Background: an optimization exercise with open tools, aiming at small area. Do not read the settings as production practice.
Only simulation tests tie the RTL to the original design; equivalence was not proved.
The clock port is modelled as an ideal driver, which makes a skipped or thinned clock tree look cheaper than it is; a real chip needs a root buffer or a tree.
No activity file was given, so power comes from the tool's default toggle rates.

## ember
==> flow/design.v <==
module traffic_light_controller(
  input clk, reset, e_str_sensor, w_str_sensor, e_left_sensor,
        w_left_sensor, ns_sensor,
  output logic [1:0] e_str_light, w_str_light, e_left_light, w_left_light, ns_light);
  logic [3:0] t;
  logic [2:0] ph;
  wire a = e_str_sensor, b = w_str_sensor, c = e_left_sensor, d = w_left_sensor, n = ns_sensor;
  wire own  = (~ph[1] & ~ph[2] & a) | (~ph[0] & ~ph[2] & b) | (ph[0] & c) | (ph[1] & ph[2] & c) | (ph[1] & d) | (~ph[1] & ph[2] & n);
  wire conf = (ph[1] & a) | (ph[2] & a) | (ph[0] & b) | (ph[2] & b) | (~ph[1] & d) | (~ph[2] & n) | (ph[1] & n) | (~ph[0] & ~ph[2] & c) | (~ph[0] & ~ph[1] & c);
  wire anys = a | b | c | d | n;
  wire ish  = (~t[2] & ~t[3]);
  wire tn0 = ~((~t[1] & ~t[2]) | (~t[1] & ~t[3] & ~conf) | (t[0] & t[1]) | (~t[3] & ~own) | (t[0] & ~own) | (t[0] & ~t[3]) | (reset));
  wire tn1 = ~((~t[2] & ~t[3]) | (t[0] & t[1] & t[3]) | (~t[0] & ~t[3] & own) | (t[0] & t[3] & own) | (reset));
  wire tn2 = (t[0] & t[1] & ~t[3] & ~reset) | (t[0] & t[1] & ~t[2] & ~reset) | (~t[0] & t[2] & t[3] & ~reset) | (~t[3] & own & ~reset) | (~t[2] & ~t[3] & anys & ~reset);
  wire tn3 = ~((~t[2] & ~t[3]) | (~t[0] & ~t[1] & t[2] & t[3]) | (t[0] & t[1] & t[2] & t[3]) | (~t[1] & ~t[3] & own) | (reset));
  wire pn0 = ~((~ph[0] & ~ish) | (ph[0] & ish) | (ph[1] & ~ph[2]) | (ph[2] & a) | (ph[2] & b) | (ph[1] & n) | (reset) | (~a & ~c & ish));
  wire pn1 = ~((~ph[1] & ~ish) | (ph[1] & ~c & ~d & ish) | (~ph[0] & ~ph[1] & c) | (~ph[0] & ~ph[1] & a) | (ph[2] & a & ish) | (ph[2] & b & ish) | (ph[2] & c & ish) | (ph[1] & ph[2] & n & ish) | (reset) | (~b & ~c & ~d & ish));
  wire pn2 = (ph[2] & ~ish) | (~a & ~b & ~c & ~d & ish) | (ph[0] & ~b & c & ~d & ish) | (ph[1] & ~ph[2] & c & ish) | (ph[1] & ~ph[2] & d & ish) | (ph[0] & ~b & ~d & n & ish) | (ph[1] & n & ish) | (reset);
  always_ff @(posedge clk) begin
    t  <= {tn3, tn2, tn1, tn0};
    ph <= {pn2, pn1, pn0};
  end
  assign e_str_light = {~((~t[2] & ~t[3]) | (t[1] & t[2] & t[3]) | (ph[1]) | (ph[2])), (t[1] & t[2] & t[3] & ~ph[1] & ~ph[2])};
  assign w_str_light = {~((~t[2] & ~t[3]) | (t[1] & t[2] & t[3]) | (ph[0]) | (ph[2])), (t[1] & t[2] & t[3] & ~ph[0] & ~ph[2])};
  assign e_left_light = {~((~t[2] & ~t[3]) | (t[1] & t[2] & t[3]) | (~ph[0] & ~ph[2]) | (~ph[0] & ~ph[1])), (t[1] & t[2] & t[3] & ph[1] & ph[2]) | (t[1] & t[2] & t[3] & ph[0])};
  assign w_left_light = {~((~ph[1]) | (~t[2] & ~t[3]) | (t[1] & t[2] & t[3])), (t[1] & t[2] & t[3] & ph[1])};
  assign ns_light = {~((~ph[2]) | (~t[2] & ~t[3]) | (t[1] & t[2] & t[3]) | (ph[1])), (t[1] & t[2] & t[3] & ~ph[1] & ph[2])};
endmodule
export LEC_CHECK = 0
export CAP_MARGIN = 20
export CORE_AREA = 5 5 65 65
export DIE_AREA = 0 0 70 70
export PLACE_DENSITY = 0.7
export SLEW_MARGIN = 20
create_clock -name core_clock -period 10.0 [get_ports {clk}]
standard.sh (not shown) runs the stock make flow with config.mk's settings and CLKGATE_MAP_FILE= SYNTH_SCRIPT=/design/flow/synth_recipe.tcl, a recipe that flattens the netlist after the stock synthesis.
==> flow/flow/run.sh <==
#!/bin/bash
# The standard ORFS layout, except:
#  - the port buffers use the smallest buffer cell (sky130_fd_sc_hd__buf_1) rather than the
#    one buffer_ports picks by default;
#  - the clock tree is a single clock buffer driving every flip-flop (flow/cts.tcl), in place
#    of ORFS's cts step, which builds a root buffer and two leaf buffers for these few flops.
# Each tool's output goes to a log file of its own in this folder.
set -euo pipefail
BP='BUFFER_PORTS_ARGS=-buffer_cell sky130_fd_sc_hd__buf_1'
bash standard.sh "$BP" place > orfs_place.log 2>&1
export RESULTS="$PWD/orfs/results/$FLOW_PLATFORM/traffic_light_controller/base"
export CLKBUF_CELL=sky130_fd_sc_hd__clkbuf_4
export CLK_PORT=clk
openroad -no_init -exit flow/cts.tcl > openroad_cts.log 2>&1
bash standard.sh "$BP" finish > orfs_finish.log 2>&1
==> flow/flow/cts.tcl <==
# Clock tree of one buffer: the clock port drives a single clock buffer, which drives every
# flip-flop clock pin.  Reads 3_place.odb and writes 4_1_cts.odb / 4_cts.sdc in place of
# ORFS's cts step.
set P $::env(FLOW_HOME)/platforms/$::env(FLOW_PLATFORM)
set R $::env(RESULTS)
set bufcell $::env(CLKBUF_CELL)
read_lef $P/lef/sky130_fd_sc_hd.tlef
read_lef $P/lef/sky130_fd_sc_hd_merged.lef
read_liberty $P/lib/sky130_fd_sc_hd__tt_025C_1v80.lib
read_db $R/3_place.odb
read_sdc $R/3_place.sdc
source $P/setRC.tcl

set block [ord::get_db_block]
set clkport [$block findBTerm $::env(CLK_PORT)]
set clknet [$clkport getNet]
set master [[ord::get_db] findMaster $bufcell]
set buf [odb::dbInst_create $block $master clkbuf_0_clk]
set newnet [odb::dbNet_create $block clknet_0_clk]
$newnet setSigType CLOCK
$clknet setSigType CLOCK
set sx 0; set sy 0; set k 0
foreach it [$clknet getITerms] {
  set inst [$it getInst]
  if {$inst == $buf} { continue }
  set loc [$inst getLocation]
  set sx [expr {$sx + [lindex $loc 0]}]
  set sy [expr {$sy + [lindex $loc 1]}]
  incr k
  $it disconnect
  $it connect $newnet
}
[$buf findITerm A] connect $clknet
[$buf findITerm X] connect $newnet
puts "clock buffer $bufcell drives $k sinks"
$buf setLocation [expr {$sx / $k}] [expr {$sy / $k}]
$buf setPlacementStatus PLACED
global_connect
detailed_placement
check_placement -verbose
set_propagated_clock [all_clocks]
estimate_parasitics -placement
report_clock_skew
write_db $R/4_1_cts.odb
write_sdc -no_timestamp $R/4_cts.sdc
Changes in indigo relative to ember:
-- flow/flow/cts.tcl --
<<< ember, line 13

set block [ord::get_db_block]
set clkport [$block findBTerm $::env(CLK_PORT)]
set clknet [$clkport getNet]
>>> indigo, line 13

set block [ord::get_db_block]

# Resize every logic cell to the smallest cell of its family (same function and pins): the
# design has several ns of slack, so the larger drive strengths synthesis picked are not needed.
set db [ord::get_db]
set masters {}
foreach lib [$db getLibs] { foreach m [$lib getMasters] { lappend masters $m } }
foreach inst [$block getInsts] {
  set m [$inst getMaster]
  set name [$m getName]
  if {![regexp {^(sky130_fd_sc_hd__[a-z0-9]+)_([0-9]+)$} $name -> fam drive]} { continue }
  if {[string match *df* $fam] || [string match *tap* $fam] || [string match *fill* $fam]} { continue }
  set best $m
  set area [expr {[$m getWidth] * [$m getHeight]}]
  foreach c $masters {
    if {![regexp "^${fam}_\\d+$" [$c getName]]} { continue }
    set a [expr {[$c getWidth] * [$c getHeight]}]
    if {$a < $area} { set best $c; set area $a }
  }
  if {$best != $m} {
    puts "resize [$inst getName] $name -> [$best getName]"
    $inst swapMaster $best
  }
}
set clkport [$block findBTerm $::env(CLK_PORT)]
set clknet [$clkport getNet]
Findings:
Looking at the reports, indigo completed the entire flow and the layout it produced met the timing, DRC and antenna checks. Diff ember and indigo: wire length lower in indigo. ember -> indigo: number of DRC markers after the initial detailed-route iteration decreased by more than 10%. indigo ended up with sequential cells as its top power consumer group; ember ended up with combinational cells. Row final core area utilization: indigo lower / ember higher.
Changes in nickel relative to indigo:
==> flow/flow/run.sh <==
#!/bin/bash
# The standard ORFS layout, except:
#  - synthesis is the standard one (synth_recipe.tcl and ORFS's synth.tcl, same registers and
#    names) but ABC maps the logic for area (flow/area.abc: deepsyn, then area-oriented
#    mapping) instead of with ORFS's speed script; the design has several ns of slack;
#  - the port buffers use the smallest buffer cell (sky130_fd_sc_hd__buf_1) rather than the
#    one buffer_ports picks by default;
#  - after placement, logic cells are resized to the smallest cell of their family and the
#    clock tree is a single clock buffer driving every flip-flop (flow/cts.tcl), in place of
#    ORFS's cts step, which builds a root buffer and two leaf buffers for these few flops.
# Each tool's output goes to a log file of its own in this folder.
set -euo pipefail
W="$PWD"
mkdir -p synth_area
sed "s|  log_cmd abc {\*}\$abc_args|  log_cmd abc {*}[lreplace \$abc_args 1 1 $W/flow/area.abc]|" \
  "$FLOW_HOME/scripts/synth.tcl" > synth_area/synth.tcl
grep -q "flow/area.abc" synth_area/synth.tcl
sed "s|source \$::env(SCRIPTS_DIR)/synth.tcl|source $W/synth_area/synth.tcl|" synth_recipe.tcl \
  > synth_area/synth_recipe_area.tcl
grep -q "synth_area/synth.tcl" synth_area/synth_recipe_area.tcl
SY="SYNTH_SCRIPT=$W/synth_area/synth_recipe_area.tcl"
BP='BUFFER_PORTS_ARGS=-buffer_cell sky130_fd_sc_hd__buf_1'
bash standard.sh "$SY" "$BP" place > orfs_synth_place.log 2>&1
export RESULTS="$W/orfs/results/$FLOW_PLATFORM/traffic_light_controller/base"
export CLKBUF_CELL=sky130_fd_sc_hd__clkbuf_4
export CLK_PORT=clk
openroad -no_init -exit flow/cts.tcl > openroad_cts.log 2>&1
bash standard.sh "$SY" "$BP" finish > orfs_finish.log 2>&1
==> flow/flow/area.abc (new file) <==
strash
&get -n
&deepsyn -T 20 -S 1
&dch -f
&nf -R 1000
&put
topo
==> comparison <==
A launch point of the critical path of t[3] is what nickel shows, while e_str_sensor belongs to indigo.
Of indigo and nickel, the lower growth of design area from synthesis to finish belongs to indigo.
The highest signal layer in the routed design comes out met3 in one run and met4 in the other, namely in nickel and indigo respectively.
Going from indigo to nickel, sequential share of cell area higher, number of vias in the routed layout shows a reduction of 61, power went up by 47%.
nickel — required time at the worst-slack endpoint 2.02 ns lower, indigo as reference
indigo ended up with in2reg as its type of the setup path with the least slack; nickel ended up with reg2out.
Power attributed to combinational cells up 79% in nickel wrt indigo
The following lists how lagoon was set up differently from nickel:
- PLACE_DENSITY: 0.7 -> 0.95
-- flow/flow/run.sh --
<<< nickel, line 23
bash standard.sh "$SY" "$BP" place > orfs_synth_place.log 2>&1
export RESULTS="$W/orfs/results/$FLOW_PLATFORM/traffic_light_controller/base"
export CLKBUF_CELL=sky130_fd_sc_hd__clkbuf_4
export CLK_PORT=clk
openroad -no_init -exit flow/cts.tcl > openroad_cts.log 2>&1
>>> lagoon, line 23
bash standard.sh "$SY" "$BP" place > orfs_synth_place.log 2>&1
export RESULTS="$W/orfs/results/$FLOW_PLATFORM/traffic_light_controller/base"
export CLKBUF_CELL=sky130_fd_sc_hd__clkbuf_2
export CLK_PORT=clk
openroad -no_init -exit flow/cts.tcl > openroad_cts.log 2>&1
## What came out
Number of violations reported at the end of detailed-routing iteration 0, nickel and lagoon: higher on lagoon
Looking at nickel and lagoon, the final cell utilization of the core is a wash.
In the final reports, the cell area of lagoon is smaller than that of nickel.
Reported for nickel and lagoon, total negative setup slack turned out identical to the last digit.
Against nickel, lagoon reports a overall power after layout that is lower.
For delta, these inputs were changed with respect to lagoon:
- a change of PLACE_DENSITY from 0.95 to 0.7
==> flow/flow/run.sh <==
#!/bin/bash
# The standard ORFS layout, except:
#  - synthesis is the standard one (synth_recipe.tcl and ORFS's synth.tcl, same registers and
#    names) but ABC maps the logic for area (flow/abc_best.tcl: deepsyn with a few seeds, then
#    area-oriented mapping, keeping the smallest) instead of with ORFS's speed script; the
#    design has several ns of slack;
#  - the port buffers use the smallest buffer cell (sky130_fd_sc_hd__buf_1) rather than the
#    one buffer_ports picks by default;
#  - after placement, logic cells are resized to the smallest cell of their family and the
#    clock tree is a single clock buffer driving every flip-flop (flow/cts.tcl), in place of
#    ORFS's cts step, which builds a root buffer and two leaf buffers for these few flops.
# Each tool's output goes to a log file of its own in this folder.
set -euo pipefail
W="$PWD"
mkdir -p synth_area
export AREA_SYNTH_DIR="$W/synth_area" AREA_SEEDS="1 2 3" AREA_DEEPSYN_S=20
sed "s|  log_cmd abc {\*}\$abc_args|  source $W/flow/abc_best.tcl; abc_best \$abc_args \$lib_args|" \
  "$FLOW_HOME/scripts/synth.tcl" > synth_area/synth.tcl
grep -q "abc_best.tcl" synth_area/synth.tcl
sed "s|source \$::env(SCRIPTS_DIR)/synth.tcl|source $W/synth_area/synth.tcl|" synth_recipe.tcl \
  > synth_area/synth_recipe_area.tcl
grep -q "synth_area/synth.tcl" synth_area/synth_recipe_area.tcl
SY="SYNTH_SCRIPT=$W/synth_area/synth_recipe_area.tcl"
BP='BUFFER_PORTS_ARGS=-buffer_cell sky130_fd_sc_hd__buf_1'
bash standard.sh "$SY" "$BP" place > orfs_synth_place.log 2>&1
export RESULTS="$W/orfs/results/$FLOW_PLATFORM/traffic_light_controller/base"
export CLKBUF_CELL=sky130_fd_sc_hd__clkbuf_4
export CLK_PORT=clk
openroad -no_init -exit flow/cts.tcl > openroad_cts.log 2>&1
bash standard.sh "$SY" "$BP" finish > orfs_finish.log 2>&1
==> flow/flow/abc_best.tcl (new file) <==
# Maps the logic with ABC several times, each with an area script (deepsyn with another seed,
# then one of two area-oriented mappings), and keeps the smallest result.
proc abc_best { abc_args lib_args } {
  set dir $::env(AREA_SYNTH_DIR)
  design -save abc_best_start
  set best -1
  set maps [list "&nf -R 1000" "&nf -R 1000 -C 32 -F 8 -A 4"]
  foreach seed $::env(AREA_SEEDS) {
   foreach m [list 0 1] {
    design -load abc_best_start
    set script $dir/area_${seed}_$m.abc
    set f [open $script w]
    puts $f "strash\n&get -n\n&deepsyn -T $::env(AREA_DEEPSYN_S) -S $seed\n&dch -f\n[lindex $maps $m]\n&put\ntopo"
    close $f
    log_cmd abc {*}[lreplace $abc_args 1 1 $script]
    tee -q -o $dir/stat_${seed}_$m.txt stat {*}$lib_args
    set fh [open $dir/stat_${seed}_$m.txt r]
    set txt [read $fh]
    close $fh
    regexp {Chip area for module[^:]*:\s*([0-9.]+)} $txt -> area
    puts "abc_best: seed $seed mapping $m area $area"
    if { $best < 0 || $area < $best } {
      set best $area
      design -save abc_best_keep
    }
   }
  }
  design -load abc_best_keep
  puts "abc_best: kept area $best"
}
removed: flow/flow/area.abc
## What came out
- Per the comparison of delta with lagoon, sequential share of layout area shows no meaningful change, total power picked up an extra 1.5%.
- delta vs. lagoon: average footprint of a synthesized cell increased by about 0.9% relative to the old numbers, relative contribution of the clock network to total power increased by 1.9 points relative to the old numbers, global routing usage summed across all routing layers increased by 0.39 points relative to the old numbers, total routed wire length on the met1 layer increased by 160 um relative to the old numbers.
No run of this note takes its clock network from TritonCTS; it comes from the design's own scripts or RTL.


RTL: the design.v shown in full above, as it stands there.
clock: 10.0 ns
lec_check: 0
cap_margin: 20
core_area: 5 5 65 65
die_area: 0 0 70 70
place_density: 0.7
slew_margin: 20
==> flow/flow/run.sh <==
#!/bin/bash
# The standard ORFS layout, except: the port buffers use the smallest buffer cell
# (sky130_fd_sc_hd__buf_1) rather than the one buffer_ports picks by default, and the
# clock tree is built from sky130_fd_sc_hd__clkbuf_2 without dummy loads.
set -euo pipefail
bash standard.sh 'BUFFER_PORTS_ARGS=-buffer_cell sky130_fd_sc_hd__buf_1' \
  'CTS_ARGS=-sink_clustering_enable -repair_clock_nets -buf_list sky130_fd_sc_hd__clkbuf_2 -root_buf sky130_fd_sc_hd__clkbuf_2 -dont_use_dummy_load' \
  finish > orfs_make.log 2>&1
Rerun with:
==> flow/flow/run.sh (replaced) <==
#!/bin/bash
# The standard ORFS layout, except that the port buffers use the smallest buffer cell
# (sky130_fd_sc_hd__buf_1) rather than the one buffer_ports picks by default.
set -euo pipefail
bash standard.sh 'BUFFER_PORTS_ARGS=-buffer_cell sky130_fd_sc_hd__buf_1' finish > orfs_make.log 2>&1
CTS_BUF_LIST = sky130_fd_sc_hd__clkbuf_2   (was unset)
PLACE_DENSITY = unset   (was 0.7)
Result:
- routed wire length is higher by 4.4%
- cell count rises by 0.69%
- power goes up by 2.5%
- worst setup slack degrades by 0.038 ns
- count of clock-buffer cells in the layout is higher by 1
- synthesized area is unchanged

[re-timing with driven ports]
The flow's constraints put no driver on any port. The routed layouts listed below were extracted and timed again, unchanged, in two steps.
Step 1 assumes that a clkbuf_16 drives the clock port and a buf_2 every other input.
Step 2, shift: input delay + t, output delay - t, t = (earliest + latest rising clock arrival at the registers) / 2. This alone moves slack from input paths to output paths.
Slacks: ideal ports / drivers / drivers and shift; pairs: ideal ports / drivers.
run	t, ns	slack for setup (ns)	clock arrival spread, ns	slew at the worst register clock pin (ns)	cell pins on the clock port's net
ember	0.164	6.537 / 6.537 / 6.373	0.000 / 0.000	0.08 / 0.08	1
indigo	0.164	6.518 / 6.519 / 6.355	0.000 / 0.000	0.08 / 0.08	1
nickel	0.155	6.615 / 6.597 / 6.688	0.000 / 0.000	0.07 / 0.07	1
lagoon	0.166	6.623 / 6.605 / 6.727	0.000 / 0.000	0.12 / 0.12	1
delta	0.168	6.597 / 6.579 / 6.649	0.000 / 0.000	0.09 / 0.09	1
the first run of note 2	0.242	6.606 / 6.583 / 6.378	0.012 / 0.011	0.07 / 0.07	1
the second run of note 2	0.245	6.568 / 6.549 / 6.411	0.002 / 0.002	0.07 / 0.07	1
After both steps setup and hold are still met in every run listed. For the first run of note 2, which loses most, drivers alone change the setup slack by -0.023 ns; drivers and shift together by -0.228 ns.
